Source: an optimization exercise on an open RTL-to-GDS flow (aim: small area and a short achievable clock period). Production flows keep margins and buffers that such runs may drop. RTL that was checked went through simulation tests only; none was proved equivalent to the original. For runs 3 to 6, only the layout was checked, not whether the RTL still works.

[flow/design.v]
`default_nettype none
module dstep (
    input  wire [31:0] p,
    input  wire        b,
    input  wire [31:0] d,
    output wire        q,
    output wire [31:0] pn);
    wire [32:0] r_a = {p, b};
    wire [32:0] r_bb = {1'b0, d};
    wire [32:0] r_g = r_a & ~r_bb;
    wire [32:0] r_t = r_a | ~r_bb;
    wire r_G1 = r_g[1] | (r_t[1] & r_t[0]);
    wire r_G2 = r_g[3] | (r_t[3] & r_g[2]);
    wire r_P2 = r_t[3] & r_t[2];
    wire r_G3 = r_g[5] | (r_t[5] & r_g[4]);
    wire r_P3 = r_t[5] & r_t[4];
    wire r_G4 = r_g[7] | (r_t[7] & r_g[6]);
    wire r_P4 = r_t[7] & r_t[6];
    wire r_G5 = r_g[9] | (r_t[9] & r_g[8]);
    wire r_P5 = r_t[9] & r_t[8];
    wire r_G6 = r_g[11] | (r_t[11] & r_g[10]);
    wire r_P6 = r_t[11] & r_t[10];
    wire r_G7 = r_g[13] | (r_t[13] & r_g[12]);
    wire r_P7 = r_t[13] & r_t[12];
    wire r_G8 = r_g[15] | (r_t[15] & r_g[14]);
    wire r_P8 = r_t[15] & r_t[14];
    wire r_G9 = r_g[17] | (r_t[17] & r_g[16]);
    wire r_P9 = r_t[17] & r_t[16];
    wire r_G10 = r_g[19] | (r_t[19] & r_g[18]);
    wire r_P10 = r_t[19] & r_t[18];
    wire r_G11 = r_g[21] | (r_t[21] & r_g[20]);
    wire r_P11 = r_t[21] & r_t[20];
    wire r_G12 = r_g[23] | (r_t[23] & r_g[22]);
    wire r_P12 = r_t[23] & r_t[22];
    wire r_G13 = r_g[25] | (r_t[25] & r_g[24]);
    wire r_P13 = r_t[25] & r_t[24];
    wire r_G14 = r_g[27] | (r_t[27] & r_g[26]);
    wire r_P14 = r_t[27] & r_t[26];
    wire r_G15 = r_g[29] | (r_t[29] & r_g[28]);
    wire r_P15 = r_t[29] & r_t[28];
    wire r_G16 = r_g[31] | (r_t[31] & r_g[30]);
    wire r_P16 = r_t[31] & r_t[30];
    wire r_G17 = r_G2 | (r_P2 & r_G1);
    wire r_G18 = r_G4 | (r_P4 & r_G3);
    wire r_P18 = r_P4 & r_P3;
    wire r_G19 = r_G6 | (r_P6 & r_G5);
    wire r_P19 = r_P6 & r_P5;
    wire r_G20 = r_G8 | (r_P8 & r_G7);
    wire r_P20 = r_P8 & r_P7;
    wire r_G21 = r_G10 | (r_P10 & r_G9);
    wire r_P21 = r_P10 & r_P9;
    wire r_G22 = r_G12 | (r_P12 & r_G11);
    wire r_P22 = r_P12 & r_P11;
    wire r_G23 = r_G14 | (r_P14 & r_G13);
    wire r_P23 = r_P14 & r_P13;
    wire r_G24 = r_G16 | (r_P16 & r_G15);
    wire r_P24 = r_P16 & r_P15;
    wire r_G25 = r_G18 | (r_P18 & r_G17);
    wire r_G26 = r_G20 | (r_P20 & r_G19);
    wire r_P26 = r_P20 & r_P19;
    wire r_G27 = r_G22 | (r_P22 & r_G21);
    wire r_P27 = r_P22 & r_P21;
    wire r_G28 = r_G24 | (r_P24 & r_G23);
    wire r_P28 = r_P24 & r_P23;
    wire r_G29 = r_G26 | (r_P26 & r_G25);
    wire r_G30 = r_G28 | (r_P28 & r_G27);
    wire r_P30 = r_P28 & r_P27;
    wire r_G31 = r_G30 | (r_P30 & r_G29);
    wire r_G32 = r_G27 | (r_P27 & r_G29);
    wire r_G33 = r_G19 | (r_P19 & r_G25);
    wire r_G34 = r_G21 | (r_P21 & r_G29);
    wire r_G35 = r_G23 | (r_P23 & r_G32);
    wire r_G36 = r_G3 | (r_P3 & r_G17);
    wire r_G37 = r_G5 | (r_P5 & r_G25);
    wire r_G38 = r_G7 | (r_P7 & r_G33);
    wire r_G39 = r_G9 | (r_P9 & r_G29);
    wire r_G40 = r_G11 | (r_P11 & r_G34);
    wire r_G41 = r_G13 | (r_P13 & r_G32);
    wire r_G42 = r_G15 | (r_P15 & r_G35);
    wire r_G43 = r_g[2] | (r_t[2] & r_G1);
    wire r_G44 = r_g[4] | (r_t[4] & r_G17);
    wire r_G45 = r_g[6] | (r_t[6] & r_G36);
    wire r_G46 = r_g[8] | (r_t[8] & r_G25);
    wire r_G47 = r_g[10] | (r_t[10] & r_G37);
    wire r_G48 = r_g[12] | (r_t[12] & r_G33);
    wire r_G49 = r_g[14] | (r_t[14] & r_G38);
    wire r_G50 = r_g[16] | (r_t[16] & r_G29);
    wire r_G51 = r_g[18] | (r_t[18] & r_G39);
    wire r_G52 = r_g[20] | (r_t[20] & r_G34);
    wire r_G53 = r_g[22] | (r_t[22] & r_G40);
    wire r_G54 = r_g[24] | (r_t[24] & r_G32);
    wire r_G55 = r_g[26] | (r_t[26] & r_G41);
    wire r_G56 = r_g[28] | (r_t[28] & r_G35);
    wire r_G57 = r_g[30] | (r_t[30] & r_G42);
    wire r_G58 = r_g[32] | (r_t[32] & r_G31);
    wire [32:0] r_c = {r_G31, r_G57, r_G42, r_G56, r_G35, r_G55, r_G41, r_G54, r_G32, r_G53, r_G40, r_G52, r_G34, r_G51, r_G39, r_G50, r_G29, r_G49, r_G38, r_G48, r_G33, r_G47, r_G37, r_G46, r_G25, r_G45, r_G36, r_G44, r_G17, r_G43, r_G1, r_t[0], 1'b1};
    wire [32:0] r_s = (r_a ^ r_c) ^ ~r_bb;
    wire r_q = ~r_s[32];
    wire [31:0] r_pn = r_q ? r_s[31:0] : r_a[31:0];
    assign q = r_q;
    assign pn = r_pn;
endmodule
module div32p2(
    input  wire [63:0] x,
    input  wire [31:0] d,
    output wire [31:0] q,
    output wire [31:0] r,
    input  wire        clk,
    input  wire        rstn);
    wire sa0_q;
    wire [31:0] sa0_pn;
    dstep u_sa0 (.p(x[63:32]), .b(x[31]), .d(d), .q(sa0_q), .pn(sa0_pn));
    wire sa1_q;
    wire [31:0] sa1_pn;
    dstep u_sa1 (.p(sa0_pn), .b(x[30]), .d(d), .q(sa1_q), .pn(sa1_pn));
    wire sa2_q;
    wire [31:0] sa2_pn;
    dstep u_sa2 (.p(sa1_pn), .b(x[29]), .d(d), .q(sa2_q), .pn(sa2_pn));
    wire sa3_q;
    wire [31:0] sa3_pn;
    dstep u_sa3 (.p(sa2_pn), .b(x[28]), .d(d), .q(sa3_q), .pn(sa3_pn));
    wire sa4_q;
    wire [31:0] sa4_pn;
    dstep u_sa4 (.p(sa3_pn), .b(x[27]), .d(d), .q(sa4_q), .pn(sa4_pn));
    wire sa5_q;
    wire [31:0] sa5_pn;
    dstep u_sa5 (.p(sa4_pn), .b(x[26]), .d(d), .q(sa5_q), .pn(sa5_pn));
    wire sa6_q;
    wire [31:0] sa6_pn;
    dstep u_sa6 (.p(sa5_pn), .b(x[25]), .d(d), .q(sa6_q), .pn(sa6_pn));
    reg [31:0] p1;
    reg [31:0] d1;
    reg [24:0] x1;
    reg [31:25] q1;
    always @(posedge clk) begin
        p1 <= sa6_pn;
        d1 <= d;
        x1 <= x[24:0];
        q1 <= {sa0_q, sa1_q, sa2_q, sa3_q, sa4_q, sa5_q, sa6_q};
    end
    wire sb0_q;
    wire [31:0] sb0_pn;
    dstep u_sb0 (.p(p1), .b(x1[24]), .d(d1), .q(sb0_q), .pn(sb0_pn));
    wire sb1_q;
    wire [31:0] sb1_pn;
    dstep u_sb1 (.p(sb0_pn), .b(x1[23]), .d(d1), .q(sb1_q), .pn(sb1_pn));
    wire sb2_q;
    wire [31:0] sb2_pn;
    dstep u_sb2 (.p(sb1_pn), .b(x1[22]), .d(d1), .q(sb2_q), .pn(sb2_pn));
    wire sb3_q;
    wire [31:0] sb3_pn;
    dstep u_sb3 (.p(sb2_pn), .b(x1[21]), .d(d1), .q(sb3_q), .pn(sb3_pn));
    wire sb4_q;
    wire [31:0] sb4_pn;
    dstep u_sb4 (.p(sb3_pn), .b(x1[20]), .d(d1), .q(sb4_q), .pn(sb4_pn));
    wire sb5_q;
    wire [31:0] sb5_pn;
    dstep u_sb5 (.p(sb4_pn), .b(x1[19]), .d(d1), .q(sb5_q), .pn(sb5_pn));
    wire sb6_q;
    wire [31:0] sb6_pn;
    dstep u_sb6 (.p(sb5_pn), .b(x1[18]), .d(d1), .q(sb6_q), .pn(sb6_pn));
    wire sb7_q;
    wire [31:0] sb7_pn;
    dstep u_sb7 (.p(sb6_pn), .b(x1[17]), .d(d1), .q(sb7_q), .pn(sb7_pn));
    wire sb8_q;
    wire [31:0] sb8_pn;
    dstep u_sb8 (.p(sb7_pn), .b(x1[16]), .d(d1), .q(sb8_q), .pn(sb8_pn));
    wire sb9_q;
    wire [31:0] sb9_pn;
    dstep u_sb9 (.p(sb8_pn), .b(x1[15]), .d(d1), .q(sb9_q), .pn(sb9_pn));
    wire sb10_q;
    wire [31:0] sb10_pn;
    dstep u_sb10 (.p(sb9_pn), .b(x1[14]), .d(d1), .q(sb10_q), .pn(sb10_pn));
    wire sb11_q;
    wire [31:0] sb11_pn;
    dstep u_sb11 (.p(sb10_pn), .b(x1[13]), .d(d1), .q(sb11_q), .pn(sb11_pn));
    wire sb12_q;
    wire [31:0] sb12_pn;
    dstep u_sb12 (.p(sb11_pn), .b(x1[12]), .d(d1), .q(sb12_q), .pn(sb12_pn));
    wire sb13_q;
    wire [31:0] sb13_pn;
    dstep u_sb13 (.p(sb12_pn), .b(x1[11]), .d(d1), .q(sb13_q), .pn(sb13_pn));
    wire sb14_q;
    wire [31:0] sb14_pn;
    dstep u_sb14 (.p(sb13_pn), .b(x1[10]), .d(d1), .q(sb14_q), .pn(sb14_pn));
    wire sb15_q;
    wire [31:0] sb15_pn;
    dstep u_sb15 (.p(sb14_pn), .b(x1[9]), .d(d1), .q(sb15_q), .pn(sb15_pn));
    wire sb16_q;
    wire [31:0] sb16_pn;
    dstep u_sb16 (.p(sb15_pn), .b(x1[8]), .d(d1), .q(sb16_q), .pn(sb16_pn));
    wire sb17_q;
    wire [31:0] sb17_pn;
    dstep u_sb17 (.p(sb16_pn), .b(x1[7]), .d(d1), .q(sb17_q), .pn(sb17_pn));
    reg [31:0] p2;
    reg [31:0] d2;
    reg [6:0] x2;
    reg [31:7] q2;
    reg        rz;   
    always @(posedge clk) begin
        p2 <= sb17_pn;
        d2 <= d1;
        x2 <= x1[6:0];
        q2 <= {q1, sb0_q, sb1_q, sb2_q, sb3_q, sb4_q, sb5_q, sb6_q, sb7_q, sb8_q, sb9_q, sb10_q, sb11_q, sb12_q, sb13_q, sb14_q, sb15_q, sb16_q, sb17_q};
        rz <= ~rstn;
    end
    wire sc0_q;
    wire [31:0] sc0_pn;
    dstep u_sc0 (.p(p2), .b(x2[6]), .d(d2), .q(sc0_q), .pn(sc0_pn));
    wire sc1_q;
    wire [31:0] sc1_pn;
    dstep u_sc1 (.p(sc0_pn), .b(x2[5]), .d(d2), .q(sc1_q), .pn(sc1_pn));
    wire sc2_q;
    wire [31:0] sc2_pn;
    dstep u_sc2 (.p(sc1_pn), .b(x2[4]), .d(d2), .q(sc2_q), .pn(sc2_pn));
    wire sc3_q;
    wire [31:0] sc3_pn;
    dstep u_sc3 (.p(sc2_pn), .b(x2[3]), .d(d2), .q(sc3_q), .pn(sc3_pn));
    wire sc4_q;
    wire [31:0] sc4_pn;
    dstep u_sc4 (.p(sc3_pn), .b(x2[2]), .d(d2), .q(sc4_q), .pn(sc4_pn));
    wire sc5_q;
    wire [31:0] sc5_pn;
    dstep u_sc5 (.p(sc4_pn), .b(x2[1]), .d(d2), .q(sc5_q), .pn(sc5_pn));
    wire sc6_q;
    wire [31:0] sc6_pn;
    dstep u_sc6 (.p(sc5_pn), .b(x2[0]), .d(d2), .q(sc6_q), .pn(sc6_pn));
    wire [31:0] qc = {q2, sc0_q, sc1_q, sc2_q, sc3_q, sc4_q, sc5_q, sc6_q};
    assign q = rz ? 32'd0 : qc;
    assign r = rz ? 32'd0 : sc6_pn;
endmodule
`default_nettype wire
[flow/run.sh]
#!/bin/bash
# synth_recipe.tcl (not shown) runs the flow's synth.tcl, then flattens the netlist and writes it again
# the make line also repeats each setting of config.mk as NAME=value (left out here)
make -C /OpenROAD-flow-scripts/flow DESIGN_CONFIG=/design/flow/config.mk WORK_HOME=/design/flow/orfs CLKGATE_MAP_FILE= SYNTH_SCRIPT=/design/flow/synth_recipe.tcl finish
[flow/config.mk]
export PLATFORM = sky130hd
export DESIGN_NAME = div32p2
export DESIGN_NICKNAME = div32p2
export VERILOG_FILES = /design/flow/design.v
export SDC_FILE = /design/flow/constraint.sdc
export NUM_CORES = 4
export LEC_CHECK = 0
export ABC_AREA = 1
export CAP_MARGIN = 20
export CORE_MARGIN = 2
export CORE_UTILIZATION = 45
export GPL_TIMING_DRIVEN = 0
export PLACE_DENSITY = 0.6
export SLEW_MARGIN = 20
export SYNTH_HIERARCHICAL = 1
[flow/constraint.sdc]
create_clock -name core_clock -period 95.0 [get_ports {clk}]
set_input_delay 19.0000 -clock core_clock [delete_from_list [all_inputs] [get_ports {clk}]]
set_output_delay 19.0000 -clock core_clock [all_outputs]
set_load 0.01 [all_outputs]
==> impl_metrics.py, run 1 <==
metrics = {
    "critical_path": {
        "path_common_cell": "nand2_1",
        "rr_startpoint": "d1[0]",
        "r2r-end": "p2[31]",
        "crit_fanout": 14,
        "cp-end-kind": "output port",
        "rr_worst_depth": 259,
        "arrival_ps": 15270,
        "cp_data_required_time_ps": 76000,
        "worstSetupPathType": "flop to output port",
        "cp_slowest_cell": "dfxtp_1",
        "start_kind": "flop",
        "reg2reg_slack_ps": 60780,
        "critical-path-max-stage-delay_ps": 1040,
    },
    "clock_network": {
        "cts-htree-levels": 4,
        "clk_path_buf_depth": 2,
        "root_buffer": "clkbuf_16",
        "clk_latency_ps": 590,
        "tritoncts": "built",
        "cts_setup_buffers": 0,
        "clock_sinks": 193,
        "clk_pin_slew_ps": 90,
        "hold_buffers": 0,
        "cts_buffers": 17,
        "ctsResizeCount": 0,
    },
    "detailed_routing": {
        "avgRoutedWirePerCell_um": 14.9,
        "ant_nets": 0,
        "first_pass_iters": 6,
        "wl_mm": 215,
        "avgViaCountPerCell": 4.91,
        "drc": 0,
        "vias": 70896,
        "drt-initial-drc-count": 4764,
    },
    "global_route": {
        "grt_overflow": 0,
        "grt_pass1_wl_mm": 346,
        "track_usage_pct": 28.4,
        "grt_pass1_vias": 66311,
        "antenna_found_initial": 2,
        "grt_max_degree": 44,
    },
    "cells_and_area": {
        "postLayoutCoreUtil_pct": 48.9,
        "multi_input_area_um2": 49800,
        "layout.cells.non_filler": 14450,
        "fill_cells": 15906,
        "drive_gt1_share_pct": 5.75,
        "regArea_um2": 3970,
        "areaGrowthSynthToFinish_pct": 8.08,
        "nets": 13147,
    },
    "timing": {
        "slew-limit-headroom_pct": 27.1,
        "skew_ps": 44.6,
        "whs_ps": 335,
        "fmax_mhz": 29.2,
        "drv_slew": 0,
        "hold_violations": 0,
        "fin_crit_sh_pct": 36.1,
        "rsz0062_at_grt": "no",
        "final-setup-viol-count": 0,
        "fin_tns_setup_ps": 0,
        "period_minus_slack_ps": 34270,
        "worstMarginPinSlew_ps": 1090,
    },
    "floorplan": {
        "fp.dieH_um": 389,
        "fp-row-count": 141,
        "fp.dieW_um": 389,
        "io_pins": 162,
        "start_util_pct": 45.2,
        "die-area_um2": 151000,
        "fp.coreArea_um2": 147000,
    },
    "synthesis": {
        "postSynthNetCount": 12939,
        "synth.area.top_cells": "nand2_1, fa_1, inv_1",
        "syn_area_um2": 66700,
        "synth_top_area_share_pct": 25.4,
        "syn-instance-count": 12297,
        "synth_seq_area_share_pct": 5.79,
        "ys_ff_latch": 193,
        "ys_types": 26,
        "synth.avg_cell_area_um2": 5.43,
        "synth_top_area_cell": "nand2_1",
        "yosysWarnings": 7,
    },
    "placed_design": {
        "io_buffers": 161,
        "hpwl_mm": 179,
        "place_inst": 14416,
        "routabilityCongestion": 0.902,
    },
    "min_path": {
        "min_to": "x2[5]",
        "worstHoldStart": "x1[5]",
        "hold_class": "flop to flop",
        "hold-path-cell-count": 0,
    },
    "status": {
        "status": "complete, no violations",
    },
    "run": {
        "maxCapViolations": 0,
    },
}
==> per-module statistics from Yosys (local to each module, per instance) <==
module	copies in the design	area [um^2]	flops+latches
dstep	32	1950	0
div32p2	1	4430	193
==> kinds of logic after synthesis <==
logic type	Yosys count	share of synthesized area (%)
compound gates	864	7.44
xor+xnor	480	6.30
fa+ha+maj	544	16.0
buf+inv	3048	19.5
flops	193	5.79
simple gates	7168	45.0
==> state kept, by name, summed over array words and instances, names as in the netlist <==
name and flops:
p2 32, x1 25, p1 32, d1 32, x2 7, q2 25, q1 7, rz 1
d2 32
==> critical path: cells and delay by family, from the launching register on <==
family          cells  cell delay, ps
simple gates       75            7880
fa+ha+maj           7            3070
buf+inv            14            1500
flops               1            1040
compound gates      6             970
xor+xnor            1             160
==> metal layers <==
| layer | routed length (um) | share of wire, % | up-vias | global-route usage [%] |
|---|---|---|---|---|
| met5 | 0 | 0 | - | 0 |
| met4 | 5960 | 2.8 | 0 | 7.88 |
| met3 | 9270 | 4.3 | 223 | 2.27 |
| met2 | 101000 | 47 | 1397 | 49.0 |
| met1 | 99300 | 46 | 32433 | 37.9 |
| li1 | - | - | 36843 | - |
==> synth_stat cells <==
cell      instances
o21ai_0         416
xor2_1          480
a21oi_1         192
buf_6           103
or2_2            64
nor2_1          896
nand3_1        1216
and2_4           32
a31oi_1          96
or2_1           192
ha_1             32
nand2_2         128
nor3_1           32
buf_8            32
buf_4            96
o21a_1           64
inv_1          2721
buf_2            64
a21oi_4          32
nand2_1        4512
inv_2            32
nand3b_1         64
o21ai_1          64
fa_1            512
nand3_2          32
dfxtp_1         193
==> worst max path at each step <==
stage / start / endpoint / slack [ps] / cells past startpoint
2_1_floorplan: d2[0] / r[29] / 64590 / 95
3_5_place_dp: d1[0] / p2[31] / 61240 / 267
5_1_grt: d1[0] / p2[27] / 57340 / 264
4_1_cts: d2[4] / r[31] / 60680 / 105
3_3_place_gp: d1[2] / p2[31] / 59000 / 273
6_report: d2[6] / r[31] / 60730 / 103
==> per-stage QoR <==
stage               cell area [um^2]  setup slack (ps)
floorplan                      66700             64590
global placement               70800             59000
detailed placement             71500             61240
CTS                            72100             60680
global route                   72100             57340
finish                         72100             60730
==> area by class of cell <==
type                    instances  area share [%]
diodes                          2         0.00694
plain buffers                 295            3.72
clock buffers                  17           0.590
clock inverters                15           0.229
inverters                    2753            14.3
multi-input cells            9056            69.1
flip-flops and latches        193            5.51
well taps                    1930            3.35
repair buffers                189            3.15
==> cells in the final DEF, fill, tap and decap left out, types with 103 or more instances in the layout <==
master	n
nand2_1	4512
inv_1	2721
nand3_1	1216
nor2_1	896
fa_1	512
xor2_1	480
o21ai_0	416
or2_1	192
a21oi_1	192
clkdlybuf4s50_1	156
dfxtp_1	153
nand2_2	128
buf_6	103
==> run 2, diff against run 1 <==
--- a/flow/config.mk
+++ b/flow/config.mk
@@ -9,7 +9,6 @@
 export CAP_MARGIN = 20
 export CORE_MARGIN = 2
 export CORE_UTILIZATION = 45
-export GPL_TIMING_DRIVEN = 0
 export PLACE_DENSITY = 0.6
 export SLEW_MARGIN = 20
 export SYNTH_HIERARCHICAL = 1
==> run 2 against run 1 <==
Against the previous run:
- non-clock buffer count is 269 lower
- worst hold slack better by 1.1 ps
- critical endpoint is now p2[19]
- final cell count decreased by 1.9%
- clock skew fell by 11 ps
- synthesized cell count unchanged
- design area down 4.1%
- still clean on timing, DRC and antenna
==> impl_metrics.py, run 2 <==
metrics = {
    "status": {
        "status": "complete, no violations",
    },
    "cells_and_area": {
        "final_common_cell": "nand2_1",
        "areaGrowthSynthToFinish_pct": 3.68,
        "postLayoutCoreUtil_pct": 46.9,
        "multi_input_area_um2": 49900,
        "drive_gt1_share_pct": 3.64,
        "post-route-cell-area_um2": 69200,
        "regArea_um2": 3930,
        "layout.cells.non_filler": 14180,
        "nets": 12878,
        "fill_cells": 15983,
        "mostFrequentLayoutCells": "nand2_1, inv_1, nand3_1",
    },
    "global_route": {
        "grt_max_degree": 56,
        "grt_pass1_vias": 64382,
        "grt_overflow": 0,
        "antenna_found_initial": 2,
        "grt_pass1_wl_mm": 346,
        "track_usage_pct": 28.3,
    },
    "detailed_routing": {
        "avgViaCountPerCell": 4.96,
        "wl_mm": 216,
        "drc": 0,
        "ant_nets": 0,
        "drt-initial-drc-count": 5474,
        "avgRoutedWirePerCell_um": 15.2,
        "vias": 70350,
        "first_pass_iters": 7,
    },
    "synthesis": {
        "synth-async-reset-ratio_pct": 0,
        "synth_top_cells_by_count": "nand2_1, inv_1, nand3_1, nor2_1, fa_1",
        "synthMuxAreaShare_pct": 0,
        "synthXorXnorAreaFrac_pct": 6.30,
        "synth_seq_area_share_pct": 5.79,
        "synthAdderAreaFrac_pct": 16.0,
        "ys_types": 26,
        "synth_simple_gate_area_share_pct": 45.0,
        "synth_compound_area_share_pct": 7.44,
        "ys_ff_latch": 193,
        "postSynthNetCount": 12939,
        "yosysMostFrequentCell": "nand2_1",
        "yosysWarnings": 7,
        "synth.avg_cell_area_um2": 5.43,
        "syn-instance-count": 12297,
        "synth_ff_type": "dfxtp_1",
        "syn_area_um2": 66700,
        "synth_edf_count": 0,
        "synth_top_family_by_area": "simple AND/OR/NAND/NOR gates",
        "synth_top_area_share_pct": 25.4,
        "synth.area.top_cells": "nand2_1, fa_1, inv_1",
        "synth_top_area_cell": "nand2_1",
    },
    "timing": {
        "period_minus_slack_ps": 46460,
        "final-setup-viol-count": 0,
        "fin_tns_setup_ps": 0,
        "fmax_mhz": 21.5,
        "hold_violations": 0,
        "worstMarginPinSlew_ps": 1110,
        "fin_crit_sh_pct": 48.9,
        "skew_ps": 33.9,
        "slew-limit-headroom_pct": 25.9,
        "drv_slew": 0,
        "rsz0062_at_grt": "no",
    },
    "clock_network": {
        "clk_latency_ps": 570,
        "clk_pin_slew_ps": 100,
        "root_buffer": "clkbuf_16",
        "ctsResizeCount": 0,
        "tritoncts": "built",
        "cts_setup_buffers": 0,
        "hold_buffers": 0,
        "clk_path_buf_depth": 2,
        "cts_buffers": 17,
        "cts-htree-levels": 4,
        "clock_sinks": 193,
    },
    "min_path": {
        "hold-path-cell-count": 0,
        "hold_class": "flop to flop",
    },
    "floorplan": {
        "fp.dieW_um": 389,
        "die-area_um2": 151000,
        "fp-row-count": 141,
        "start_util_pct": 45.2,
        "fp.dieH_um": 389,
        "fp.coreArea_um2": 147000,
        "io_pins": 162,
    },
    "critical_path": {
        "path_common_cell": "nand2_1",
        "critical-path-max-stage-delay_ps": 1080,
        "cp-end-kind": "flop",
        "arrival_ps": 46930,
        "worstSetupPathType": "flop to flop",
        "rr_worst_depth": 215,
        "start_kind": "flop",
        "cp_data_required_time_ps": 95480,
        "crit_fanout": 55,
        "cp_slowest_cell": "dfxtp_4",
    },
    "placed_design": {
        "hpwl_mm": 171,
        "place_area_um2": 68500,
        "place_inst": 14145,
        "routabilityCongestion": 0.919,
        "io_buffers": 161,
    },
    "run": {
        "maxCapViolations": 0,
    },
}
-- run 2: path summary, 6_finish.rpt --
check          from  endpoint  slack, ps
max reg2reg   d1[2]    p2[19]      48550
min          q1[27]    q2[27]        340
min reg2reg  q1[27]    q2[27]        340
max           d1[2]    p2[19]      48550
-- run 2: per-module statistics from Yosys, one instance, submodules excluded --
module	copies in the design	flip-flops and latches	cells
dstep	32	0	374
div32p2	1	193	329
-- run 2: cells by family after synthesis --
group / Yosys count
AOI/OAI and AO/OA: 864
buffers and inverters: 3048
adders and majority gates: 544
DFF: 193
xor gates and xnor gates: 480
and+or+nand+nor: 7168
-- run 2: critical path, delay by kind of cell (launching register included) --
family,cells,cell delay [ps]
AOI/OAI and AO/OA,21,3860
and+or+nand+nor,177,39430
DFF,1,1080
buffers and inverters,17,1640
-- run 2: layer usage --
layer  track usage [%]  share of wire [%]  up-vias
li1                  -                  -    36276
met1              39.7                 47    32088
met2              46.6                 45     1749
met3              2.23                5.0      235
met4              7.64                2.8        2
met5                 0             0.0060        -
-- run 2: cell type report --
class / count / share of cell area [%]
antenna: 1 / 0.00362
clock buffer: 19 / 0.671
clock inverter: 13 / 0.237
inverter: 2753 / 14.9
multi-input combinational: 9056 / 72.1
sequential: 193 / 5.68
tap: 1930 / 3.49
timing repair buffer: 215 / 2.91
-- run 2: per-stage QoR --
stage                     hold slack [ps]  setup slack, ps
after global routing                  342            42830
after CTS                             335            48510
after floorplan                       310            64590
after global placement                311            49390
after detailed placement              312            48670
final                                 336            48550
==> run 3, diff against run 2 <==
--- a/flow/design.v
+++ b/flow/design.v
@@ -95,8 +95,8 @@
     wire r_G58 = r_g[32] | (r_t[32] & r_G31);
     wire [32:0] r_c = {r_G31, r_G57, r_G42, r_G56, r_G35, r_G55, r_G41, r_G54, r_G32, r_G53, r_G40, r_G52, r_G34, r_G51, r_G39, r_G50, r_G29, r_G49, r_G38, r_G48, r_G33, r_G47, r_G37, r_G46, r_G25, r_G45, r_G36, r_G44, r_G17, r_G43, r_G1, r_t[0], 1'b1};
     wire [32:0] r_s = (r_a ^ r_c) ^ ~r_bb;
-    wire r_q = ~r_s[32];
-    wire [31:0] r_pn = r_q ? r_s[31:0] : r_a[31:0];
+    wire r_q = r_a[32] ^ r_c[32];
+    wire [31:0] r_pn = r_a[31:0] ^ ({32{r_q}} & ~(r_bb[31:0] ^ r_c[31:0]));
     assign q = r_q;
     assign pn = r_pn;
 endmodule
--- a/flow/config.mk
+++ b/flow/config.mk
@@ -9,6 +9,7 @@
 export CAP_MARGIN = 20
 export CORE_MARGIN = 2
 export CORE_UTILIZATION = 45
+export GPL_TIMING_DRIVEN = 0
 export PLACE_DENSITY = 0.6
 export SLEW_MARGIN = 20
 export SYNTH_HIERARCHICAL = 1
==> run 3 against run 2 <==
Against the previous run:
- critical path type unchanged
- critical path depth shrank 11
- sequential share of layout area grew 0.20 points
- synthesized cell count shrank 7.5%
- core utilization grew 1.9 points
==> impl_metrics.py, run 3 <==
metrics = {
    "cells_and_area": {
        "multi_input_area_um2": 50000,
        "areaGrowthSynthToFinish_pct": 7.86,
        "fill_cells": 14546,
        "drive_gt1_share_pct": 9.59,
        "final_common_cell": "nand2_1",
        "mostFrequentLayoutCells": "nand2_1, inv_1, xor2_1",
        "nets": 11661,
        "regArea_um2": 3950,
    },
    "critical_path": {
        "critPathLaunch": "d1[22]",
        "cp_data_required_time_ps": 95450,
        "r2r-end": "p2[20]",
        "reg2reg_slack_ps": 56800,
        "rr_startpoint": "d1[22]",
        "rr_worst_depth": 204,
        "cp-endpoint": "p2[20]",
        "critical-path-max-stage-delay_ps": 1020,
        "cp-end-kind": "flop",
        "path_common_cell": "nand2_1",
        "worstSetupPathType": "flop to flop",
        "start_kind": "flop",
        "arrival_ps": 38650,
        "crit_fanout": 19,
        "cp_slowest_cell": "dfxtp_1",
    },
    "timing": {
        "slew-limit-headroom_pct": 28.1,
        "fin_tns_setup_ps": 0,
        "fin_crit_sh_pct": 40.2,
        "skew_ps": 25.3,
        "period_minus_slack_ps": 38200,
        "fmax_mhz": 26.2,
        "rsz0062_at_grt": "no",
        "final-setup-viol-count": 0,
        "worstMarginPinSlew_ps": 1080,
        "hold_violations": 0,
        "drv_slew": 0,
    },
    "status": {
        "status": "complete, no violations",
    },
    "synthesis": {
        "synth_ff_type": "dfxtp_1",
        "synth_top_area_share_pct": 22.2,
        "syn_area_um2": 62200,
        "synth.avg_cell_area_um2": 5.47,
        "yosysWarnings": 7,
        "ys_ff_latch": 193,
        "synth.area.top_cells": "nand2_1, xor2_1, inv_1",
        "synth_top_area_cell": "nand2_1",
        "synth_top_cells_by_count": "nand2_1, inv_1, xor2_1, nor2_1, o21ai_0",
        "synth_edf_count": 0,
        "ys_types": 29,
        "postSynthNetCount": 11467,
        "yosysMostFrequentCell": "nand2_1",
        "synth-async-reset-ratio_pct": 0,
        "synth_seq_area_share_pct": 6.22,
        "syn-instance-count": 11369,
    },
    "global_route": {
        "grt_pass1_vias": 60974,
        "grt_pass1_wl_mm": 278,
        "grt_max_degree": 74,
        "grt_overflow": 0,
        "track_usage_pct": 23.2,
        "antenna_found_initial": 4,
    },
    "detailed_routing": {
        "wl_mm": 163,
        "avgRoutedWirePerCell_um": 12.2,
        "drt-initial-drc-count": 2909,
        "drc": 0,
        "ant_nets": 0,
        "vias": 64896,
        "avgViaCountPerCell": 4.85,
        "first_pass_iters": 6,
    },
    "floorplan": {
        "fp.dieW_um": 376,
        "fp.coreArea_um2": 137000,
        "io_pins": 162,
        "fp.dieH_um": 376,
        "die-area_um2": 141000,
        "fp-row-count": 136,
        "start_util_pct": 45.3,
    },
    "placed_design": {
        "hpwl_mm": 139,
        "routabilityCongestion": 0.884,
        "io_buffers": 161,
    },
    "clock_network": {
        "hold_buffers": 0,
        "clk_path_buf_depth": 2,
        "root_buffer": "clkbuf_16",
        "cts_buffers": 17,
        "tritoncts": "built",
        "clock_sinks": 193,
        "ctsResizeCount": 0,
        "cts-htree-levels": 4,
        "cts_setup_buffers": 0,
        "clk_pin_slew_ps": 90,
        "clk_latency_ps": 550,
    },
    "run": {
        "maxCapViolations": 0,
    },
    "min_path": {
        "hold_class": "flop to flop",
    },
}
==> run 3: cell count changes after synthesis, moves of 160 or more <==
| cell | delta |
|---|---|
| nand3_1 | -832 |
| nand4_1 | +192 |
| xor2_1 | +864 |
| xnor2_1 | +256 |
| fa_1 | -512 |
| nor2_1 | +288 |
| nand2_2 | +384 |
| o21ai_0 | +160 |
| inv_1 | -832 |
| nand2_1 | -832 |
| a21oi_1 | +192 |
==> run 3: stage by stage <==
stage | setup WS, ps | std cells | util [%] | hold WS, ps | instance area [um^2]
floorplan | 64460 | 11369 | - | 310 | 62200
global placement | 54620 | 13324 | 48.1 | 310 | 66000
detailed placement | 56280 | 13338 | 48.4 | 312 | 66400
CTS | 56170 | 13370 | 48.8 | 334 | 67000
global route | 53550 | 13370 | 48.8 | 344 | 67000
finish | 56800 | 13375 | 48.8 | 333 | 67000
==> run 3: how the worst min path moves through the flow <==
stage / slack, ps / end / startpoint / cells past startpoint
floorplan: 310 / q2[25] / q1[25] / 0
global placement: 310 / x2[0] / x1[0] / 0
detailed placement: 310 / q2[27] / q1[27] / 0
CTS: 330 / x2[3] / x1[3] / 0
global route: 340 / q2[29] / q1[29] / 0
finish: 330 / x2[3] / x1[3] / 0
==> run 3: area by class of cell <==
cell class	count	share of cell area, %
antenna	5	0.0187
buffer	103	1.55
clock buffer	17	0.634
clock inverter	15	0.325
inverter	1921	10.8
multi-input combinational	9152	74.6
sequential	193	5.88
tap	1794	3.35
timing repair buffer	175	2.84
==> run 3: per-layer routing <==
metal	vias up	part of all wire, %	GRT usage (%)
met5	-	0	0
met1	28905	43	25.1
met3	237	2.0	1.92
li1	34995	-	-
met4	0	3.7	8.74
met2	759	52	46.0
==> run 3: modules after synthesis, one instance, submodules excluded <==
| module | area (um^2) | times used |
|---|---|---|
| div32p2 | 4430 | 1 |
| dstep | 1800 | 32 |
==> run 3: critical path: cells and delay by family, from the launching register on <==
family,cells,cell delay (ps)
AO/OA/AOI/OAI,48,10200
buffers and inverters,33,6120
AND/OR/NAND/NOR,91,10330
XOR/XNOR,32,10230
flip-flops,1,1020
==> run 3: logic make-up after synthesis <==
logic type	count (synthesis)	share of synthesized area [%]
XOR/XNOR	1664	24.8
AO/OA/AOI/OAI	1184	11.3
AND/OR/NAND/NOR	6304	44.4
buffers and inverters	2024	13.3
flip-flops	193	6.22
==> run 4, diff against run 3 <==
--- a/flow/design.v
+++ b/flow/design.v
@@ -9,7 +9,7 @@
     wire [32:0] r_bb = {1'b0, d};
     wire [32:0] r_g = r_a & ~r_bb;
     wire [32:0] r_t = r_a | ~r_bb;
-    wire r_G1 = r_g[1] | (r_t[1] & r_t[0]);
+    wire r_G1 = r_g[1] | (r_t[1] & r_a[0]) | (r_t[1] & ~r_bb[0]);
     wire r_G2 = r_g[3] | (r_t[3] & r_g[2]);
     wire r_P2 = r_t[3] & r_t[2];
     wire r_G3 = r_g[5] | (r_t[5] & r_g[4]);
@@ -77,26 +77,43 @@
     wire r_G40 = r_G11 | (r_P11 & r_G34);
     wire r_G41 = r_G13 | (r_P13 & r_G32);
     wire r_G42 = r_G15 | (r_P15 & r_G35);
-    wire r_G43 = r_g[2] | (r_t[2] & r_G1);
-    wire r_G44 = r_g[4] | (r_t[4] & r_G17);
-    wire r_G45 = r_g[6] | (r_t[6] & r_G36);
-    wire r_G46 = r_g[8] | (r_t[8] & r_G25);
-    wire r_G47 = r_g[10] | (r_t[10] & r_G37);
-    wire r_G48 = r_g[12] | (r_t[12] & r_G33);
-    wire r_G49 = r_g[14] | (r_t[14] & r_G38);
-    wire r_G50 = r_g[16] | (r_t[16] & r_G29);
-    wire r_G51 = r_g[18] | (r_t[18] & r_G39);
-    wire r_G52 = r_g[20] | (r_t[20] & r_G34);
-    wire r_G53 = r_g[22] | (r_t[22] & r_G40);
-    wire r_G54 = r_g[24] | (r_t[24] & r_G32);
-    wire r_G55 = r_g[26] | (r_t[26] & r_G41);
-    wire r_G56 = r_g[28] | (r_t[28] & r_G35);
-    wire r_G57 = r_g[30] | (r_t[30] & r_G42);
-    wire r_G58 = r_g[32] | (r_t[32] & r_G31);
-    wire [32:0] r_c = {r_G31, r_G57, r_G42, r_G56, r_G35, r_G55, r_G41, r_G54, r_G32, r_G53, r_G40, r_G52, r_G34, r_G51, r_G39, r_G50, r_G29, r_G49, r_G38, r_G48, r_G33, r_G47, r_G37, r_G46, r_G25, r_G45, r_G36, r_G44, r_G17, r_G43, r_G1, r_t[0], 1'b1};
-    wire [32:0] r_s = (r_a ^ r_c) ^ ~r_bb;
-    wire r_q = r_a[32] ^ r_c[32];
-    wire [31:0] r_pn = r_a[31:0] ^ ({32{r_q}} & ~(r_bb[31:0] ^ r_c[31:0]));
+    wire [32:0] r_c = {r_G31, r_g[30], r_G42, r_g[28], r_G35, r_g[26], r_G41, r_g[24], r_G32, r_g[22], r_G40, r_g[20], r_G34, r_g[18], r_G39, r_g[16], r_G29, r_g[14], r_G38, r_g[12], r_G33, r_g[10], r_G37, r_g[8], r_G25, r_g[6], r_G36, r_g[4], r_G17, r_g[2], r_G1, r_t[0], 1'b1};
+    wire r_s0 = (r_a[0] ^ 1'b1) ^ ~r_bb[0];
+    wire r_s1 = (r_a[1] ^ (1'b1 ? r_t[0] : r_g[0])) ^ ~r_bb[1];
+    wire r_s2 = (r_a[2] ^ r_G1) ^ ~r_bb[2];
+    wire r_s3 = (r_a[3] ^ (r_G1 ? r_t[2] : r_g[2])) ^ ~r_bb[3];
+    wire r_s4 = (r_a[4] ^ r_G17) ^ ~r_bb[4];
+    wire r_s5 = (r_a[5] ^ (r_G17 ? r_t[4] : r_g[4])) ^ ~r_bb[5];
+    wire r_s6 = (r_a[6] ^ r_G36) ^ ~r_bb[6];
+    wire r_s7 = (r_a[7] ^ (r_G36 ? r_t[6] : r_g[6])) ^ ~r_bb[7];
+    wire r_s8 = (r_a[8] ^ r_G25) ^ ~r_bb[8];
+    wire r_s9 = (r_a[9] ^ (r_G25 ? r_t[8] : r_g[8])) ^ ~r_bb[9];
+    wire r_s10 = (r_a[10] ^ r_G37) ^ ~r_bb[10];
+    wire r_s11 = (r_a[11] ^ (r_G37 ? r_t[10] : r_g[10])) ^ ~r_bb[11];
+    wire r_s12 = (r_a[12] ^ r_G33) ^ ~r_bb[12];
+    wire r_s13 = (r_a[13] ^ (r_G33 ? r_t[12] : r_g[12])) ^ ~r_bb[13];
+    wire r_s14 = (r_a[14] ^ r_G38) ^ ~r_bb[14];
+    wire r_s15 = (r_a[15] ^ (r_G38 ? r_t[14] : r_g[14])) ^ ~r_bb[15];
+    wire r_s16 = (r_a[16] ^ r_G29) ^ ~r_bb[16];
+    wire r_s17 = (r_a[17] ^ (r_G29 ? r_t[16] : r_g[16])) ^ ~r_bb[17];
+    wire r_s18 = (r_a[18] ^ r_G39) ^ ~r_bb[18];
+    wire r_s19 = (r_a[19] ^ (r_G39 ? r_t[18] : r_g[18])) ^ ~r_bb[19];
+    wire r_s20 = (r_a[20] ^ r_G34) ^ ~r_bb[20];
+    wire r_s21 = (r_a[21] ^ (r_G34 ? r_t[20] : r_g[20])) ^ ~r_bb[21];
+    wire r_s22 = (r_a[22] ^ r_G40) ^ ~r_bb[22];
+    wire r_s23 = (r_a[23] ^ (r_G40 ? r_t[22] : r_g[22])) ^ ~r_bb[23];
+    wire r_s24 = (r_a[24] ^ r_G32) ^ ~r_bb[24];
+    wire r_s25 = (r_a[25] ^ (r_G32 ? r_t[24] : r_g[24])) ^ ~r_bb[25];
+    wire r_s26 = (r_a[26] ^ r_G41) ^ ~r_bb[26];
+    wire r_s27 = (r_a[27] ^ (r_G41 ? r_t[26] : r_g[26])) ^ ~r_bb[27];
+    wire r_s28 = (r_a[28] ^ r_G35) ^ ~r_bb[28];
+    wire r_s29 = (r_a[29] ^ (r_G35 ? r_t[28] : r_g[28])) ^ ~r_bb[29];
+    wire r_s30 = (r_a[30] ^ r_G42) ^ ~r_bb[30];
+    wire r_s31 = (r_a[31] ^ (r_G42 ? r_t[30] : r_g[30])) ^ ~r_bb[31];
+    wire r_s32 = (r_a[32] ^ r_G31) ^ ~r_bb[32];
+    wire [32:0] r_s = {r_s32, r_s31, r_s30, r_s29, r_s28, r_s27, r_s26, r_s25, r_s24, r_s23, r_s22, r_s21, r_s20, r_s19, r_s18, r_s17, r_s16, r_s15, r_s14, r_s13, r_s12, r_s11, r_s10, r_s9, r_s8, r_s7, r_s6, r_s5, r_s4, r_s3, r_s2, r_s1, r_s0};
+    wire r_q = ~r_s[32];
+    wire [31:0] r_pn = r_q ? r_s[31:0] : r_a[31:0];
     assign q = r_q;
     assign pn = r_pn;
 endmodule
--- a/flow/config.mk
+++ b/flow/config.mk
@@ -8,8 +8,8 @@
 export ABC_AREA = 1
 export CAP_MARGIN = 20
 export CORE_MARGIN = 2
-export CORE_UTILIZATION = 45
+export CORE_UTILIZATION = 70
 export GPL_TIMING_DRIVEN = 0
-export PLACE_DENSITY = 0.6
+export PLACE_DENSITY = 0.8
 export SLEW_MARGIN = 20
 export SYNTH_HIERARCHICAL = 1
==> run 4 against run 3 <==
Against the previous run:
- still clean
- die area shrank 33%
- first-iteration DRC count increased by 110%
- final cell count grew 7.9%
- clock-buffer cell count unchanged
- core utilization grew 27 points
- worst setup slack improved by 3200 ps
- worst hold slack gained 1.0 ps
- sequential share of layout area decreased by 0.25 points
- synthesized cell count rose by 14%
- flip-flop and latch count stayed put
- critical endpoint is now p2[15]
- largest cell class unchanged
- highest routed layer unchanged
==> impl_metrics.py, run 4 <==
metrics = {
    "synthesis": {
        "synth_top_cells_by_count": "nand2_1, inv_1, nor2_1, o21ai_0, xor2_1",
        "synth_top_area_cell": "nand2_1",
        "synth_edf_count": 0,
        "ys_types": 29,
        "yosysMostFrequentCell": "nand2_1",
        "yosysWarnings": 7,
        "postSynthNetCount": 13099,
        "synth_top_area_share_pct": 30.7,
        "ys_ff_latch": 193,
        "syn-instance-count": 12969,
        "synth_ff_type": "dfxtp_1",
        "synth.area.top_cells": "nand2_1, inv_1, xor2_1",
        "syn_area_um2": 64900,
        "synth.avg_cell_area_um2": 5.01,
        "synth_seq_area_share_pct": 5.95,
        "synth-async-reset-ratio_pct": 0,
    },
    "timing": {
        "final-setup-viol-count": 0,
        "skew_ps": 27.6,
        "slew-limit-headroom_pct": 28.0,
        "period_minus_slack_ps": 35040,
        "worstMarginPinSlew_ps": 1080,
        "fin_crit_sh_pct": 36.9,
        "setup_slack_ps": 59960,
        "hold_violations": 0,
        "rsz0062_at_grt": "no",
        "fin_tns_setup_ps": 0,
        "fmax_mhz": 28.5,
        "drv_slew": 0,
    },
    "cells_and_area": {
        "fill_cells": 8264,
        "areaGrowthSynthToFinish_pct": 6.75,
        "nets": 13300,
        "mostFrequentLayoutCells": "nand2_1, inv_1, nor2_1",
        "drive_gt1_share_pct": 7.73,
        "final_common_cell": "nand2_1",
    },
    "global_route": {
        "grt_max_degree": 38,
        "grt_overflow": 0,
        "track_usage_pct": 38.9,
        "grt_pass1_wl_mm": 313,
        "grt_pass1_vias": 69237,
        "antenna_found_initial": 0,
    },
    "clock_network": {
        "tritoncts": "built",
        "cts_buffers": 17,
        "hold_buffers": 0,
        "clk_latency_ps": 550,
        "cts-htree-levels": 4,
        "ctsResizeCount": 0,
        "clk_path_buf_depth": 2,
        "cts_setup_buffers": 0,
        "clock_sinks": 193,
        "root_buffer": "clkbuf_16",
        "clk_pin_slew_ps": 90,
    },
    "floorplan": {
        "fp.dieH_um": 309,
        "die-area_um2": 95200,
        "fp.coreArea_um2": 91800,
        "fp-row-count": 111,
        "start_util_pct": 70.7,
        "fp.dieW_um": 309,
        "io_pins": 162,
    },
    "status": {
        "status": "complete, no violations",
    },
    "run": {
        "maxCapViolations": 0,
    },
    "critical_path": {
        "arrival_ps": 35460,
        "path_common_cell": "nand2_1",
        "worstSetupPathType": "flop to flop",
        "cp_slowest_cell": "dfxtp_1",
        "start_kind": "flop",
        "crit_fanout": 19,
        "cp_data_required_time_ps": 95420,
        "critical-path-max-stage-delay_ps": 1030,
        "cp-end-kind": "flop",
    },
    "detailed_routing": {
        "first_pass_iters": 7,
        "vias": 76679,
        "avgRoutedWirePerCell_um": 13.2,
        "drc": 0,
        "avgViaCountPerCell": 5.31,
        "wl_mm": 190,
        "ant_nets": 0,
        "drt-initial-drc-count": 6004,
    },
    "placed_design": {
        "hpwl_mm": 158,
        "post-place-ws_ps": 61490,
        "io_buffers": 161,
        "routabilityCongestion": 0.953,
    },
    "min_path": {
        "hold_class": "flop to flop",
    },
}
[run 4: cell types whose count changed after synthesis, moves of 160 or more]
cell | previous run | this run
inv_1 | 1889 | 2337
nand2_1 | 3680 | 5312
nand2_2 | 512 | 128
nand4_1 | 192 | 32
o21ai_1 | 32 | 256
xnor2_1 | 256 | 416
xor2_1 | 1344 | 480
[run 4: worst paths after layout]
path / startpoint / endpoint / slack [ps] / depth (start not counted)
max: d1[1] / p2[15] / 59960 / 241
min: x1[1] / x2[1] / 330 / 0
max reg2reg: d1[1] / p2[15] / 59960 / 241
min reg2reg: x1[1] / x2[1] / 330 / 0
[run 4: critical path, delay by kind of cell, from the launching register on]
kind | cells | cell delay (ps)
simple gates | 181 | 20690
flops | 1 | 1030
compound gates | 23 | 8040
buf+inv | 37 | 4870
[run 4: area by class of cell]
cell class	instances	area, um^2	share of cell area [%]
well taps	1243	1560	2.24
diodes	2	5.00	0.00722
clock inverters	15	230	0.332
clock buffers	17	425	0.614
flip-flops and latches	193	3900	5.63
multi-input cells	10208	49800	71.9
plain buffers	199	2240	3.23
repair buffers	182	2130	3.07
inverters	2369	8970	12.9
[run 4: through the flow]
| step | util, % | cells | hold WS, ps | area, um^2 |
|---|---|---|---|---|
| detailed placement | 74.8 | 14394 | 313 | 68600 |
| global route | 75.5 | 14426 | 337 | 69300 |
| floorplan | - | 12969 | 310 | 64900 |
| global placement | 74.2 | 14373 | 310 | 68100 |
| CTS | 75.5 | 14426 | 336 | 69300 |
| finish | 75.5 | 14428 | 334 | 69300 |
[run 4: Yosys stat by module (local to each module, per instance)]
module	cells inside	area (um^2)	flip-flops and latches
dstep	395	1890	0
div32p2	329	4430	193
[run 4: metal layers]
metal | share of wire [%] | vias up | wire [um] | track usage [%]
met2 | 45 | 2666 | 84700 | 66.1
met3 | 8.6 | 579 | 16300 | 6.34
li1 | - | 39730 | - | -
met1 | 42 | 33704 | 80300 | 47.9
met5 | 0 | - | 0 | 0
met4 | 4.5 | 0 | 8590 | 17.9
[run 4: cell families after synthesis]
group,after synthesis,synth area share [%]
and+or+nand+nor,7616,49.6
buffers and inverters,2568,17.3
AOI/OAI and AO/OA,1664,14.5
xor gates and xnor gates,896,12.1
DFF,193,5.95
adders and majority gates,32,0.617
==> run 5, diff against run 4 <==
--- a/flow/config.mk
+++ b/flow/config.mk
@@ -8,8 +8,8 @@
 export ABC_AREA = 1
 export CAP_MARGIN = 20
 export CORE_MARGIN = 2
-export CORE_UTILIZATION = 70
+export CORE_UTILIZATION = 45
 export GPL_TIMING_DRIVEN = 0
-export PLACE_DENSITY = 0.8
+export PLACE_DENSITY = 0.6
 export SLEW_MARGIN = 20
 export SYNTH_HIERARCHICAL = 1
==> run 5 against run 4 <==
Against the previous run:
- die area rose by 55%
- first-iteration DRC count down 25%
- largest cell class unchanged
- critical path depth decreased by 2
- register-to-register slack gained 550 ps
==> impl_metrics.py, run 5 <==
metrics = {
    "status": {
        "status": "complete, no violations",
    },
    "floorplan": {
        "start_util_pct": 45.2,
        "fp-row-count": 139,
        "io_pins": 162,
        "fp.dieH_um": 384,
        "fp.dieW_um": 384,
        "die-area_um2": 147000,
        "fp.coreArea_um2": 143000,
    },
    "synthesis": {
        "synth_edf_count": 0,
        "postSynthNetCount": 13099,
        "synth_ff_type": "dfxtp_1",
        "synthMuxAreaShare_pct": 0,
        "synth_top_family_by_area": "simple AND/OR/NAND/NOR gates",
        "synth.avg_cell_area_um2": 5.01,
        "yosysWarnings": 7,
        "synthXorXnorAreaFrac_pct": 12.1,
        "ys_ff_latch": 193,
        "synth_top_area_share_pct": 30.7,
        "ys_types": 29,
        "syn_area_um2": 64900,
        "syn-instance-count": 12969,
        "synth_compound_area_share_pct": 14.5,
        "synth_seq_area_share_pct": 5.95,
        "synth_simple_gate_area_share_pct": 49.6,
        "synth-async-reset-ratio_pct": 0,
        "synth_top_cells_by_count": "nand2_1, inv_1, nor2_1, o21ai_0, xor2_1",
        "synth_top_area_cell": "nand2_1",
        "synth.area.top_cells": "nand2_1, inv_1, xor2_1",
        "yosysMostFrequentCell": "nand2_1",
        "synthAdderAreaFrac_pct": 0.617,
    },
    "cells_and_area": {
        "postLayoutCoreUtil_pct": 48.9,
        "mostFrequentLayoutCells": "nand2_1, inv_1, nor2_1",
        "final_common_cell": "nand2_1",
        "nets": 13306,
        "fill_cells": 15626,
        "regArea_um2": 3910,
        "post-route-cell-area_um2": 70100,
        "drive_gt1_share_pct": 7.77,
        "areaGrowthSynthToFinish_pct": 8.04,
        "multi_input_area_um2": 49800,
        "layout.cells.non_filler": 15093,
    },
    "timing": {
        "period_minus_slack_ps": 34490,
        "slew-limit-headroom_pct": 28.2,
        "drv_slew": 0,
        "skew_ps": 40.7,
        "final-setup-viol-count": 0,
        "setup_slack_ps": 60510,
        "hold_violations": 0,
        "worstMarginPinSlew_ps": 1080,
        "fin_tns_setup_ps": 0,
        "rsz0062_at_grt": "no",
        "fmax_mhz": 29.0,
        "fin_crit_sh_pct": 36.3,
    },
    "run": {
        "maxCapViolations": 0,
    },
    "critical_path": {
        "critical-path-max-stage-delay_ps": 1020,
        "path_common_cell": "nand2_1",
        "start_kind": "flop",
        "cp-end-kind": "flop",
        "cp_slowest_cell": "dfxtp_1",
        "crit_family": "simple AND/OR/NAND/NOR gates",
        "rr_startpoint": "d1[1]",
        "reg2reg_slack_ps": 60510,
        "critPathLaunch": "d1[1]",
        "crit_fanout": 19,
        "worstSetupPathType": "flop to flop",
        "arrival_ps": 34940,
        "path_buf_inv": 37,
        "cp_data_required_time_ps": 95450,
    },
    "detailed_routing": {
        "vias": 73210,
        "wl_mm": 196,
        "avgRoutedWirePerCell_um": 13.0,
        "avgViaCountPerCell": 4.85,
        "ant_nets": 0,
        "drt-initial-drc-count": 4530,
        "first_pass_iters": 6,
        "drc": 0,
    },
    "placed_design": {
        "hpwl_mm": 168,
        "place_area_um2": 69600,
        "routabilityCongestion": 0.906,
        "place_inst": 15060,
        "post-place-ws_ps": 60960,
        "io_buffers": 161,
    },
    "clock_network": {
        "cts-htree-levels": 4,
        "cts_buffers": 17,
        "tritoncts": "built",
        "ctsResizeCount": 0,
        "root_buffer": "clkbuf_16",
        "hold_buffers": 0,
        "cts_setup_buffers": 0,
        "clock_sinks": 193,
        "clk_path_buf_depth": 2,
        "clk_pin_slew_ps": 80,
        "clk_latency_ps": 570,
    },
    "global_route": {
        "antenna_found_initial": 5,
        "grt_max_degree": 38,
        "track_usage_pct": 26.2,
        "grt_pass1_wl_mm": 322,
        "grt-busiest-layer": "met2",
        "use_met3_pct": 2.28,
        "grt_pass1_vias": 65990,
        "use_met1_pct": 34.0,
        "grt_util_met2_pct": 46.5,
        "grt_overflow": 0,
    },
    "min_path": {
        "worstHoldStart": "x1[6]",
        "hold_class": "flop to flop",
    },
}
run 5: cell counts after synthesis:
Identical to the previous run, type by type.
run 5: logic make-up after synthesis:
| kind of cell | count (synthesis) |
|---|---|
| buffers and inverters | 2568 |
| adder cells (fa/ha/maj) | 32 |
| AND/OR/NAND/NOR | 7616 |
| flip-flops | 193 |
| AO/OA/AOI/OAI | 1664 |
| XOR/XNOR | 896 |
run 5: final cells by class:
type	count	share of cell area, %
clock inverter	14	0.180
tap	1903	3.39
timing repair buffer	188	3.17
inverter	2369	12.8
buffer	199	3.19
clock buffer	18	0.626
sequential	193	5.57
multi-input combinational	10208	71.1
antenna	1	0.00357
run 5: through the flow:
step	hold slack, ps
6_report	321
5_1_grt	336
4_1_cts	325
3_5_place_dp	314
3_3_place_gp	310
2_1_floorplan	310
run 5: routing by layer:
layer / share of wire (%) / wire [um]
met1: 47 / 93200
met2: 46 / 90700
met4: 2.2 / 4400
met5: 0 / 0
met3: 4.1 / 7970
run 5: per-module statistics from Yosys, one instance, submodules excluded:
| module | area, um^2 | cells | flip-flops and latches |
|---|---|---|---|
| dstep | 1890 | 395 | 0 |
| div32p2 | 4430 | 329 | 193 |
run 5: worst paths after layout:
path / to / cells past startpoint
worst min register to register: x2[6] / 0
worst max-delay path: p2[19] / 239
worst max register to register: p2[19] / 239
worst min-delay path: x2[6] / 0
==> run 6, diff against run 5 <==
--- a/flow/config.mk
+++ b/flow/config.mk
@@ -6,10 +6,10 @@
 export NUM_CORES = 4
 export LEC_CHECK = 0
 export ABC_AREA = 1
-export CAP_MARGIN = 20
+export CAP_MARGIN = 50
 export CORE_MARGIN = 2
 export CORE_UTILIZATION = 45
 export GPL_TIMING_DRIVEN = 0
 export PLACE_DENSITY = 0.6
-export SLEW_MARGIN = 20
+export SLEW_MARGIN = 70
 export SYNTH_HIERARCHICAL = 1
==> run 6 against run 5 <==
Against the previous run:
- critical path depth up 28
- clock skew down 11 ps
- clock-buffer cell count unchanged
- largest cell class unchanged
- still clean on timing, DRC and antenna
- maximum frequency up 4.4%
- global-route usage up 0.12 points
- critical endpoint is now p2[15]
- worst hold slack better by 12 ps
- area after synthesis unchanged
- routed wire length up 0.58%
- non-clock buffer count up 27
- final cell count up 0.18%
==> impl_metrics.py, run 6 <==
metrics = {
    "status": {
        "status": "complete, no violations",
    },
    "synthesis": {
        "synth_top_cells_by_count": "nand2_1, inv_1, nor2_1, o21ai_0, xor2_1",
        "postSynthNetCount": 13099,
        "synth_seq_area_share_pct": 5.95,
        "ys_types": 29,
        "synth-async-reset-ratio_pct": 0,
        "synth_top_area_share_pct": 30.7,
        "yosysWarnings": 7,
        "ys_ff_latch": 193,
        "syn-instance-count": 12969,
        "synth.avg_cell_area_um2": 5.01,
        "synth.area.top_cells": "nand2_1, inv_1, xor2_1",
        "synth_edf_count": 0,
        "synth_top_area_cell": "nand2_1",
        "synth_ff_type": "dfxtp_1",
        "syn_area_um2": 64900,
        "yosysMostFrequentCell": "nand2_1",
    },
    "global_route": {
        "grt_max_degree": 27,
        "track_usage_pct": 26.3,
        "antenna_found_initial": 4,
        "grt_pass1_wl_mm": 323,
        "grt_pass1_vias": 66463,
        "grt_overflow": 0,
    },
    "floorplan": {
        "io_pins": 162,
        "die-area_um2": 147000,
        "fp.dieH_um": 384,
        "fp-row-count": 139,
        "start_util_pct": 45.2,
        "fp.coreArea_um2": 143000,
        "fp.dieW_um": 384,
    },
    "detailed_routing": {
        "met1_length_mm": 93.2,
        "ant_nets": 0,
        "wl_met3_mm": 7.99,
        "avgRoutedWirePerCell_um": 13.1,
        "wl_mm": 197,
        "wl_met2_mm": 91.6,
        "top_layer": "met4",
        "first_pass_iters": 9,
        "drc": 0,
        "vias": 73300,
        "avgViaCountPerCell": 4.85,
        "drt-initial-drc-count": 4086,
    },
    "placed_design": {
        "routabilityCongestion": 0.906,
        "io_buffers": 161,
        "hpwl_mm": 171,
    },
    "cells_and_area": {
        "drive_gt1_share_pct": 8.79,
        "mostFrequentLayoutCells": "nand2_1, inv_1, nor2_1",
        "nets": 13333,
        "areaGrowthSynthToFinish_pct": 9.79,
        "final_common_cell": "nand2_1",
    },
    "clock_network": {
        "cts_buffers": 17,
        "ctsResizeCount": 0,
        "cts-htree-levels": 4,
        "clk_path_buf_depth": 2,
        "cts_setup_buffers": 0,
        "clock_sinks": 193,
        "tritoncts": "built",
        "root_buffer": "clkbuf_16",
        "clk_pin_slew_ps": 110,
        "hold_buffers": 0,
        "clk_latency_ps": 560,
    },
    "critical_path": {
        "worstSetupPathType": "flop to flop",
        "arrival_ps": 33460,
        "path_common_cell": "nand2_1",
        "cp-end-kind": "flop",
        "cp_data_required_time_ps": 95430,
        "reg2reg_slack_ps": 61970,
        "start_kind": "flop",
        "critical-path-max-stage-delay_ps": 510,
        "cp_slowest_cell": "dfxtp_4",
        "crit_fanout": 11,
    },
    "min_path": {
        "hold_class": "flop to flop",
    },
    "timing": {
        "hold_violations": 0,
        "period_minus_slack_ps": 33030,
        "rsz0062_at_grt": "no",
        "drv_slew": 0,
        "skew_ps": 30.1,
        "fin_crit_sh_pct": 34.8,
        "worstMarginPinSlew_ps": 475,
        "fmax_mhz": 30.3,
        "final-setup-viol-count": 0,
        "slew-limit-headroom_pct": 68.1,
        "fin_tns_setup_ps": 0,
        "whs_ps": 333,
    },
    "run": {
        "maxCapViolations": 0,
    },
}
==> run 6: modules after synthesis (local to each module, per instance) <==
module	cells	times used	cell area, um^2
dstep	395	32	1890
div32p2	329	1	4430
==> run 6: through the flow <==
step / cells / cell area, um^2 / utilization [%] / setup slack (ps)
global placement: 15033 / 68900 / 48.0 / 60150
global route: 15119 / 71300 / 49.7 / 58850
CTS: 15119 / 71300 / 49.7 / 61960
finish: 15120 / 71300 / 49.7 / 61970
floorplan: 12969 / 64900 / - / 65410
detailed placement: 15087 / 70600 / 49.2 / 62120
==> run 6: worst paths after layout <==
check | from | depth (start not counted) | endpoint
setup reg to reg | d1[12] | 267 | p2[15]
hold / removal | x1[6] | 0 | x2[6]
hold reg to reg | x1[6] | 0 | x2[6]
setup / recovery | d1[12] | 267 | p2[15]
==> run 6: area by class of cell <==
cell class / count / area, um^2
multi-input combinational: 10208 / 50100
antenna: 1 / 2.50
buffer: 199 / 2240
timing repair buffer: 215 / 2900
clock inverter: 14 / 208
fill: 15542 / 72200
inverter: 2369 / 8970
clock buffer: 18 / 439
tap: 1903 / 2380
sequential: 193 / 4020
==> run 6: cell families after synthesis <==
family                   after synthesis  synth area share [%]
AO/OA/AOI/OAI                       1664                  14.5
adder cells (fa/ha/maj)               32                 0.617
XOR/XNOR                             896                  12.1
AND/OR/NAND/NOR                     7616                  49.6
flip-flops                           193                  5.95
buffers and inverters               2568                  17.3
==> run 6: worst max-delay path: cells and delay by family, from the launching register on <==
kind            cells  cell delay (ps)
simple gates      183            19180
compound gates     32             6680
buf+inv            52             6220
flops               1              510
==> run 6: per-layer routing <==
layer	vias up	GRT usage [%]
met1	31997	34.3
met3	223	1.93
met4	0	6.67
li1	39767	-
met5	-	0
met2	1313	46.6

==> separate check: timing with driven ports <==
Ports are ideal in the flow. The routed layouts listed here were re-timed in OpenROAD. Step 1 sets driving cells, clkbuf_16 on the clock port and buf_2 on the other inputs (assumed; they add their load-dependent delay and slew). Step 2, shift: input delay + t, output delay - t, t = (earliest + latest rising clock arrival at the registers) / 2. This alone moves slack from input paths to output paths. a / b / c = ideal / step 1 / step 2; a / b = the first two.
run | t, ns | setup WS [ns] | hold slack, ns | worst register clock-pin slew, ns
run 1 | 0.640 | 60.733 / 60.657 / 60.777 | 0.335 / 0.335 / 0.335 | 0.12 / 0.12
run 2 | 0.635 | 48.545 / 48.545 / 48.545 | 0.336 / 0.336 / 0.336 | 0.11 / 0.11
run 3 | 0.615 | 56.801 / 56.801 / 56.801 | 0.333 / 0.333 / 0.333 | 0.10 / 0.10
run 4 | 0.609 | 59.964 / 59.964 / 59.964 | 0.334 / 0.334 / 0.334 | 0.11 / 0.11
run 5 | 0.617 | 60.514 / 60.514 / 60.514 | 0.321 / 0.321 / 0.321 | 0.11 / 0.11
run 6 | 0.624 | 61.968 / 61.968 / 61.968 | 0.333 / 0.333 / 0.333 | 0.11 / 0.11
After both steps setup and hold are still met in every run listed.
